This design comes from an exercise in tuning for small area and a short achievable clock period on the open sky130 flow, not from production work. In this exercise RTL edits were held to simulation tests only and were not proved equivalent to the original.

## flow/design.v (module list and top-level ports; edited modules follow where they fit)
// module neuron_intra_Nbits: 12440 lines
// module nfa: 4 lines
// module nha: 4 lines
module neuron_intra_Nbits #(
parameter N = 16,
parameter N_INPUTS = 16,
parameter LOG_N_INPUTS = 4
) (
    input  wire                         clk,
    input  wire                         rst,
    input  wire                         en,
    input  wire signed [N*N_INPUTS-1:0] W,
    input  wire signed [N*N_INPUTS-1:0] X_N,
    output reg signed [         N-1:0] Out
);
  // ...
==> flow/run.sh <==
#!/bin/bash
# synth_recipe.tcl (not shown) runs the flow's synth.tcl, then flattens the netlist and writes it again
# the make line also repeats each setting of config.mk as NAME=value (left out here)
make -C /OpenROAD-flow-scripts/flow DESIGN_CONFIG=/design/flow/config.mk WORK_HOME=/design/flow/orfs CLKGATE_MAP_FILE= SYNTH_SCRIPT=/design/flow/synth_recipe.tcl finish
==> flow/config.mk <==
export PLATFORM = sky130hd
export DESIGN_NAME = neuron_intra_Nbits
export DESIGN_NICKNAME = neuron_intra_Nbits
export VERILOG_FILES = /design/flow/design.v
export SDC_FILE = /design/flow/constraint.sdc
export NUM_CORES = 4
export LEC_CHECK = 0
export CAP_MARGIN = 40
export CORE_MARGIN = 2
export CORE_UTILIZATION = 40
export SLEW_MARGIN = 60
export SYNTH_HIERARCHICAL = 1
export SYNTH_MINIMUM_KEEP_SIZE = 0
==> flow/constraint.sdc <==
create_clock -name core_clock -period 14.0 [get_ports {clk}]
set_input_delay 2.8000 -clock core_clock [delete_from_list [all_inputs] [get_ports {clk}]]
set_output_delay 2.8000 -clock core_clock [all_outputs]
set_load 0.01 [all_outputs]
==> summary.txt, run 1 <==
Run status
  • Status: finished clean

Worst setup path
  • Slowest Stage Delay on Critical Path: 0.89 ns
  • Worst R2R Path Depth: 16
  • Slowest CP cell: fa_1
  • WP buf/inv: 2
  • R2R Setup Slk: 6.83 ns

Detailed routing
  • Via density: 6.73
  • WL per Instance: 48.9 µm

Yosys
  • Count leader, synth: fa_1
  • Synthesized flop and latch total: 518
  • Post-synth top area cell: fa_1
  • Synth warn: 7
  • Post-synth EDFFs: about 500
  • Adder-Cell Fraction of Synth Area: 43.6%
  • Post-Syn Area: 108000 µm²
  • Mux contribution to synthesized area: 0.208%

Clocking
  • Clock sink count: 518
  • Post-CTS Setup Inserts: 0
  • Depth of the CTS H-tree: 3

Cells and area
  • Share of layout cells above drive strength 1: 9.74%
  • Multi-input combinational area share: 74.7%
  • Biggest regs: cs (502), Out (15), vld (1)

Place
  • Post-Place Cells: approximately 13000
  • Place WS: just under 6 ns
  • Routability cong.: 1.11

Timing
  • Tcrit/Tclk final: a little over half

Global route
  • Vias in the first global route: 84483

Worst hold path
  • Hold Path Stages: 2
==> inputs of run 2 (changes only) <==
--- a/flow/config.mk
+++ b/flow/config.mk
@@ -6,8 +6,8 @@
 export NUM_CORES = 4
 export LEC_CHECK = 0
-export CAP_MARGIN = 40
+export CAP_MARGIN = 20
 export CORE_MARGIN = 2
 export CORE_UTILIZATION = 40
-export SLEW_MARGIN = 60
+export SLEW_MARGIN = 20
 export SYNTH_HIERARCHICAL = 1
 export SYNTH_MINIMUM_KEEP_SIZE = 0
==> run 2 against run 1 <==
Still clean on timing, DRC and antenna. Cell count hardly changed. Sequential share of layout area about the same. Critical endpoint is now cs[298]$_DFFE_PP_. Worst hold slack improved by 0.00098 ns. Via count barely moved. Routed wire length hardly changed. Highest routed layer unchanged. Sequential cell count did not move. First-iteration DRC count up 2.7%.
==> summary.txt, run 2 <==
Run status
  • Status: finished clean

Cells and area
  • Biggest regs: cs (502), Out (15), vld (1)
  • # fillers: 25184
  • Commonest non-fill, non-tap cell in the layout: fa_1
  • Largest Register: cs
  • Layout Nets: approximately 12000
  • Area growth from synthesis to layout: 8.70%
  • Final Util: 43.7%
  • Max reg flops: 502
  • Share of layout cells above drive strength 1: 4.85% (-4.9 points)
  • Commonest non-fill, non-tap cells in the layout: fa_1, xnor2_1, a22oi_1

Yosys
  • Synth cell types: 66
  • Post-Syn Area: 108000 µm² (unchanged)
  • Seq/Total Area, Yosys: 14.4%
  • Commonest register cell after synthesis: edfxtp_1
  • Post-synth top area cell: fa_1
  • Yosys top cell area share: between 40% and 50%
  • Synth warn: 7 (unchanged)
  • Post-synth EDFFs: 502 (unchanged)
  • Ys async rst share: 3.09%
  • Synthesized flop and latch total: 518 (unchanged)
  • Count leader, synth: fa_1
  • Most frequent cells after synthesis: fa_1, xnor2_1, a22oi_1
  • Synth top area cells: fa_1, xnor2_1, edfxtp_1, a22oi_1, clkbuf_1
  • Avg Cell Area, Syn: 11.1 µm²
  • Post-Syn Instances: 9700

Worst setup path
  • Critical path required time: 14.45 ns
  • CP Data Arrival Time: 8.13 ns
  • Critical-path maximum fanout: 17
  • End of the worst register-to-register path: Out[12]$_DFFE_PP0P_
  • Crit end category: flop
  • Worst Setup Path Type: in2reg
  • Crit start category: primary input
  • R2R Setup Slk: 6.84 ns (about the same)
  • Worst R2R Path Depth: 16 (unchanged)
  • Reg2reg start: cs[146]$_DFFE_PP_

Floorplanning
  • Initial Utilization: 40.2%
  • Die H: 522 µm
  • # rows: 190
  • Die width: roughly 520 µm
  • Ports: 531
  • Die area: 273000 µm²
  • Core area: ~270000 µm²

Place
  • Routability cong.: 1.11 (unchanged)
  • Detailed placement HPWL: 528 mm
  • Count of input and output buffers: ~530

Detailed routing
  • WL final: roughly 640 mm
  • Iter 0 DRT Violations: 14419
  • Residual DRC: 0
  • Via density: 6.75 (+0.18%)
  • DRT Pass-1 Iters: 9
  • WL per Instance: 48.9 µm (+0.14%)
  • Final ANT Viol Nets: 0
  • Vias: 87862

Timing
  • Tcrit/Tclk final: 54.9% (+0.74 points)
  • Total negative slack: 0 ns
  • Final hold violation count: 0
  • Min Tclk post-route: 7.68 ns
  • Slew Limit Fails: 0
  • Fmax: 130 MHz
  • Slew HR: around 14%
  • Worst Tran Pin Value: 1.28 ns
  • Clk_skew: 0.0551 ns
  • RSZ-0062 raised after global routing: no
  • Setup violators final: 0

Global route
  • Initial antenna violation count: just over 40
  • GR Util met1: between 60% and 70%
  • Met3 Resource Use GR: between 10% and 20%
  • First-pass GRT wire length: 829 mm
  • Met2 Use GR: roughly two thirds
  • Layer with the highest usage: met2
  • Largest net degree at the start of global routing: 76
  • Grt ovf: 0
  • Vias in the first global route: 84609 (+0.15%)
  • GRT Overall Usage: ~46%

Clocking
  • Latest clock arrival within the worst-skew pair: roughly 0.74 ns
  • Depth of the CTS H-tree: 3 (unchanged)
  • CTS tree: built
  • CTS root buf: clkbuf_16
  • Num CTS Buffers: roughly 70
  • Resized cells post-CTS: 0
  • Maximum clock insertion buffer count: 3
  • Worst-path clk slew: 0.07 ns
  • Post-CTS Setup Inserts: 0 (unchanged)
  • Cts hold-fix bufs: 0
  • Clock sink count: 518 (unchanged)

Worst hold path
  • Hold Path Stages: 2 (unchanged)
  • Hold crit path type: reg2reg
  • Worst Hold Path EP: Out[4]$_DFFE_PP0P_
  • Hold path start: Out[4]$_DFFE_PP0P_

Flow run
  • Max Cap Viol: 0
[run 2: cell types whose count changed in the layout (fill, tap and decap cells not counted), sizes merged, moves of 4 or more]
cell and change:
diode +7, buf -228, clkinv -20, bufinv -4, clkdlybuf4s50 +210, inv +23
[run 2: Yosys stat by module, one instance, submodules excluded]
module	flip-flops and latches	area, µm²	copies in the design
nha	0	12.5	25
neuron_intra_Nbits	518	62400	1
nfa	0	20.0	2237
[run 2: worst max-delay path, cell delays in order]
cell             delay [ns]
clkdlybuf4s50_1        0.55
ha_1                   0.86
a22oi_1                0.24
xnor2_1                0.95
fa_1                   0.60
fa_1                   0.54
fa_1                   0.54
fa_1                   0.60
fa_1                   0.42
[run 2: how the worst max path moves through the flow]
stage | to | from | slack [ns]
after floorplan | cs[302]$_DFFE_PP_ | X_N[105] | 7.03
after global placement | cs[286]$_DFFE_PP_ | X_N[161] | 5.04
after detailed placement | cs[302]$_DFFE_PP_ | X_N[163] | 5.70
after CTS | cs[302]$_DFFE_PP_ | X_N[163] | 6.50
after global routing | cs[302]$_DFFE_PP_ | X_N[163] | 6.23
final | cs[298]$_DFFE_PP_ | X_N[163] | 6.32
[run 2: cell families after synthesis]
group / Yosys count / share of synthesized area, %
multiplexers: 20 / 0.208
AND/OR/NAND/NOR: 595 / 3.05
XOR/XNOR: 2182 / 17.8
AO/OA/AOI/OAI: 2523 / 15.8
adder cells (fa/ha/maj): 2406 / 43.6
other: 2 / 0.00698
buffers and inverters: 1454 / 5.09
flip-flops: 518 / 14.4
[run 2: stage by stage]
| step | cell area (µm²) | std cells | hold WS, ns | setup WS (ns) |
|---|---|---|---|---|
| after floorplan | 108000 | 9706 | 0.506 | 7.03 |
| after global placement | 114000 | 12867 | 0.485 | 5.04 |
| after detailed placement | 114000 | 12868 | 0.497 | 5.70 |
| after CTS | 117000 | 12997 | 0.511 | 6.50 |
| after global routing | 117000 | 13005 | 0.535 | 6.23 |
| final | 117000 | 13025 | 0.507 | 6.32 |
[run 2: layout make-up]
class                           count  area [µm²]  area share [%]
Antenna cell                       28        70.1          0.0599
Inverter                          360        1350            1.16
Timing Repair Buffer              704        6490            5.56
Clock inverter                     43         427           0.365
Clock buffer                       86        1950            1.67
Tap cell                         3552        4440            3.80
Sequential cell                   518       15500            13.2
Multi-Input combinational cell   7734       86700            74.2
[run 2: per-layer routing]
metal  part of all wire, %  vias to the layer above
li1                      -                    32321
met4                   9.0                       32
met2                    41                     7259
met3                    13                     1225
met1                    37                    47025
met5                 0.036                        -
==> inputs of run 3 (changes only) <==
--- a/flow/config.mk
+++ b/flow/config.mk
@@ -8,5 +8,5 @@
 export CAP_MARGIN = 20
 export CORE_MARGIN = 2
-export CORE_UTILIZATION = 40
+export CORE_UTILIZATION = 60
 export SLEW_MARGIN = 20
 export SYNTH_HIERARCHICAL = 1
==> run 3 against run 2 <==
Via count increased by 4.9%. Synthesized cell count unchanged. Area after synthesis unchanged.
==> summary.txt, run 3 <==
Place
  • Routability cong.: 1.21 (+8.7%)
  • Detailed placement HPWL: 460 mm (-13%)
  • Place WS: 5.75 ns (+0.0450 ns)
  • Count of input and output buffers: 529 (unchanged)

Worst setup path
  • WP buf/inv: 0 (-1)
  • Critical Path, Cell by Cell: fa_1, fa_1, fa_1, fa_1, fa_1, fa_1, ha_1, o211ai_1, o21bai_1, o211ai_1, nand4_1, a32oi_1, o21ai_1, mux2i_4, a2bb2oi_1, o21ai_0
  • Crit start category: flop
  • Slowest Stage Delay on Critical Path: 0.76 ns (-0.19 ns)
  • End of the worst register-to-register path: Out[9]$_DFFE_PP0P_
  • Critical path required time: 14.52 ns (+0.07 ns)
  • Worst path top cell family by delay: adder cells
  • Critical-path maximum fanout: 27 (+10)
  • Launch point of the worst path: cs[6]$_DFFE_PP_
  • CP Data Arrival Time: 8.25 ns (+0.12 ns)
  • Crit end category: flop
  • Worst Setup Path Type: reg2reg
  • Cell mode on critical path: fa_1
  • Slowest CP cell: o21bai_1
  • Worst R2R Path Depth: 16 (unchanged)
  • R2R Setup Slk: 6.27 ns (-0.57 ns)
  • Reg2reg start: cs[6]$_DFFE_PP_

Clocking
  • Num CTS Buffers: 59 (-18%)
  • Worst-path clk slew: 0.06 ns (about the same)
  • Maximum clock insertion buffer count: 3 (unchanged)
  • Clock sink count: 518 (unchanged)
  • CTS tree: built
  • Depth of the CTS H-tree: 2 (-1)
  • Latest clock arrival within the worst-skew pair: 0.69 ns (-0.05 ns)
  • Resized cells post-CTS: 0 (unchanged)
  • Cts hold-fix bufs: 0 (unchanged)
  • CTS root buf: clkbuf_16
  • Post-CTS Setup Inserts: 0 (unchanged)

Floorplanning
  • Die H: 427 µm (-18%)
  • Initial Utilization: 60.3% (+20 points)
  • Ports: 531 (unchanged)
  • Core area: 178000 µm² (-33%)
  • # rows: 155 (-18%)
  • Die area: 183000 µm² (-33%)
  • Die width: 427 µm (-18%)

Timing
  • Final hold violation count: 0 (unchanged)
  • Total negative slack: 0 ns (unchanged)
  • Setup violators final: 0 (unchanged)
  • Worst Tran Pin Value: 1.21 ns (-0.0701 ns)
  • Slew HR: 19.0% (+4.7 points)
  • Slew Limit Fails: 0 (unchanged)
  • Tcrit/Tclk final: 55.2% (+0.31 points)
  • Clk_skew: 0.0357 ns (-0.0194 ns)
  • Fmax: 129 MHz (-0.57%)
  • RSZ-0062 raised after global routing: no
  • Min Tclk post-route: 7.73 ns (+0.0440 ns)
  • PnR worst setup slack: 6.27 ns (-0.0440 ns)

Run status
  • Status: finished clean

Yosys
  • Post-synth top area cell: fa_1
  • Ys async rst share: 3.09% (unchanged)
  • Most frequent cells after synthesis: fa_1, xnor2_1, a22oi_1
  • Yosys top cell area share: 41.7% (unchanged)
  • Post-synth EDFFs: 502 (unchanged)
  • Commonest register cell after synthesis: edfxtp_1
  • Post-Syn Instances: 9700 (unchanged)
  • Count leader, synth: fa_1
  • Synth warn: 7 (unchanged)
  • Seq/Total Area, Yosys: 14.4% (unchanged)
  • Synthesized flop and latch total: 518 (unchanged)
  • Avg Cell Area, Syn: 11.1 µm² (unchanged)
  • Synth cell types: 66 (unchanged)
  • Post-Syn Area: 108000 µm² (unchanged)
  • Synth top area cells: fa_1, xnor2_1, edfxtp_1, a22oi_1, clkbuf_1

Detailed routing
  • WL final: 572 mm (-10%)
  • Via density: 7.83 (+16%)
  • WL per Instance: 48.6 µm (-0.78%)
  • Vias: 92204 (+4.9%)
  • Iter 0 DRT Violations: 19271 (+34%)
  • Residual DRC: 0 (unchanged)
  • Final ANT Viol Nets: 0 (unchanged)
  • DRT Pass-1 Iters: 17 (+8)

Cells and area
  • Max reg flops: 502 (unchanged)
  • Commonest non-fill, non-tap cells in the layout: fa_1, xnor2_1, a22oi_1
  • Layout Nets: 12270 (-0.33%)
  • Largest Register: cs
  • Share of layout cells above drive strength 1: 4.26% (-0.59 points)
  • Area growth from synthesis to layout: 6.73%
  • Commonest non-fill, non-tap cell in the layout: fa_1
  • Biggest regs: cs (502), Out (15), vld (1)

Global route
  • Largest net degree at the start of global routing: 132 (+74%)
  • Vias in the first global route: 87577 (+3.5%)
  • Initial antenna violation count: 29 (-29%)
  • GRT Overall Usage: 62.2% (+16 points)
  • Grt ovf: 0 (unchanged)
  • First-pass GRT wire length: 756 mm (-8.8%)

Worst hold path
  • Hold Path Stages: 2 (unchanged)
  • Hold crit path type: reg2reg
  • Hold path start: Out[4]$_DFFE_PP0P_
  • Worst Hold Path EP: Out[4]$_DFFE_PP0P_

Flow run
  • Max Cap Viol: 0 (unchanged)
## run 3: cell counts after synthesis
No cell type changed its count.
## run 3: worst max path at each step
stage                               endpoint  cells past startpoint
after floorplan            cs[302]$_DFFE_PP_                     11
after global placement     cs[302]$_DFFE_PP_                     11
after detailed placement   cs[335]$_DFFE_PP_                     11
after CTS                 Out[9]$_DFFE_PP0P_                     16
after global routing      Out[9]$_DFFE_PP0P_                     16
final                     Out[9]$_DFFE_PP0P_                     16
## run 3: logic make-up (layout without fill, tap and decap cells)
kind of cell / count (synthesis) / after routing / synth area share [%]
simple gates: 595 / 595 / 3.05
compound gates: 2523 / 2523 / 15.8
mux: 20 / 20 / 0.208
fa+ha+maj: 2406 / 2406 / 43.6
flops: 518 / 518 / 14.4
buf+inv: 1454 / 1141 / 5.09
other cells: 2 / 32 / 0.00698
xor+xnor: 2182 / 2182 / 17.8
## run 3: modules after synthesis, one instance, submodules excluded
module	cells inside	flip-flops and latches	cell area (µm²)	copies in the design
neuron_intra_Nbits	7438	518	62400	1
nfa	1	0	20.0	2237
nha	1	0	12.5	25
## run 3: tightest hold or removal path, stage by stage (launching register included)
cell	delay (ns)
dfrtp_1	0.35
a2bb2oi_1	0.06
o21ai_0	0.06
## run 3: metal layers
metal	track usage, %	part of all wire, %
met4	53.8	12
met2	81.3	38
met1	71.2	30
met3	37.1	20
met5	1.01	0.11
## run 3: final cells by class
cell class | count | area [µm²]
inverters | 360 | 1350
diodes | 24 | 60.1
flip-flops and latches | 518 | 15500
multi-input cells | 7734 | 86600
well taps | 2355 | 2950
fillers | 14034 | 63500
clock inverters | 40 | 452
clock buffers | 65 | 1500
repair buffers | 676 | 6330
## run 3: metrics by stage
| stage | area, µm² | utilization [%] | hold slack [ns] | cells |
|---|---|---|---|---|
| 2_1_floorplan | 108000 | - | 0.506 | 9706 |
| 6_report | 115000 | 64.4 | 0.513 | 11772 |
| 5_1_grt | 115000 | 64.4 | 0.530 | 11750 |
| 3_3_place_gp | 113000 | 63.2 | 0.477 | 11642 |
| 3_5_place_dp | 113000 | 63.3 | 0.494 | 11643 |
| 4_1_cts | 115000 | 64.3 | 0.508 | 11748 |

==> re-timing with driven ports <==
The results above use ideal ports. As a check the final layouts listed here were re-extracted and re-timed, cells and wires unchanged. Step 1 sets driving cells, clkbuf_16 on the clock port and buf_2 on the other inputs (assumed; they add their load-dependent delay and slew). Step 2, shift: input delay + t, output delay - t, t = (earliest + latest rising clock arrival at the registers) / 2. This alone moves slack from input paths to output paths. Slacks: no drivers / after step 1 / after step 2; pairs: no drivers / after step 1.
| run | t (ns) | slack for setup (ns) | worst setup path after step 2 | worst register clock-pin slew, ns | worst slew at a driven data input, ns |
|---|---|---|---|---|---|
| run 1 | 0.788 | 6.420 / 6.473 / 5.686 | input to register | 0.07 / 0.07 | 0.18 |
| run 2 | 0.812 | 6.317 / 6.385 / 5.573 | input to register | 0.08 / 0.08 | 0.17 |
| run 3 | 0.805 | 6.273 / 6.273 / 5.653 | input to register | 0.08 / 0.08 | 0.14 |
After both steps setup and hold are still met in every run listed. The setup slack of run 2, which loses most, moves by +0.068 ns with the drivers and by -0.744 ns with both steps.
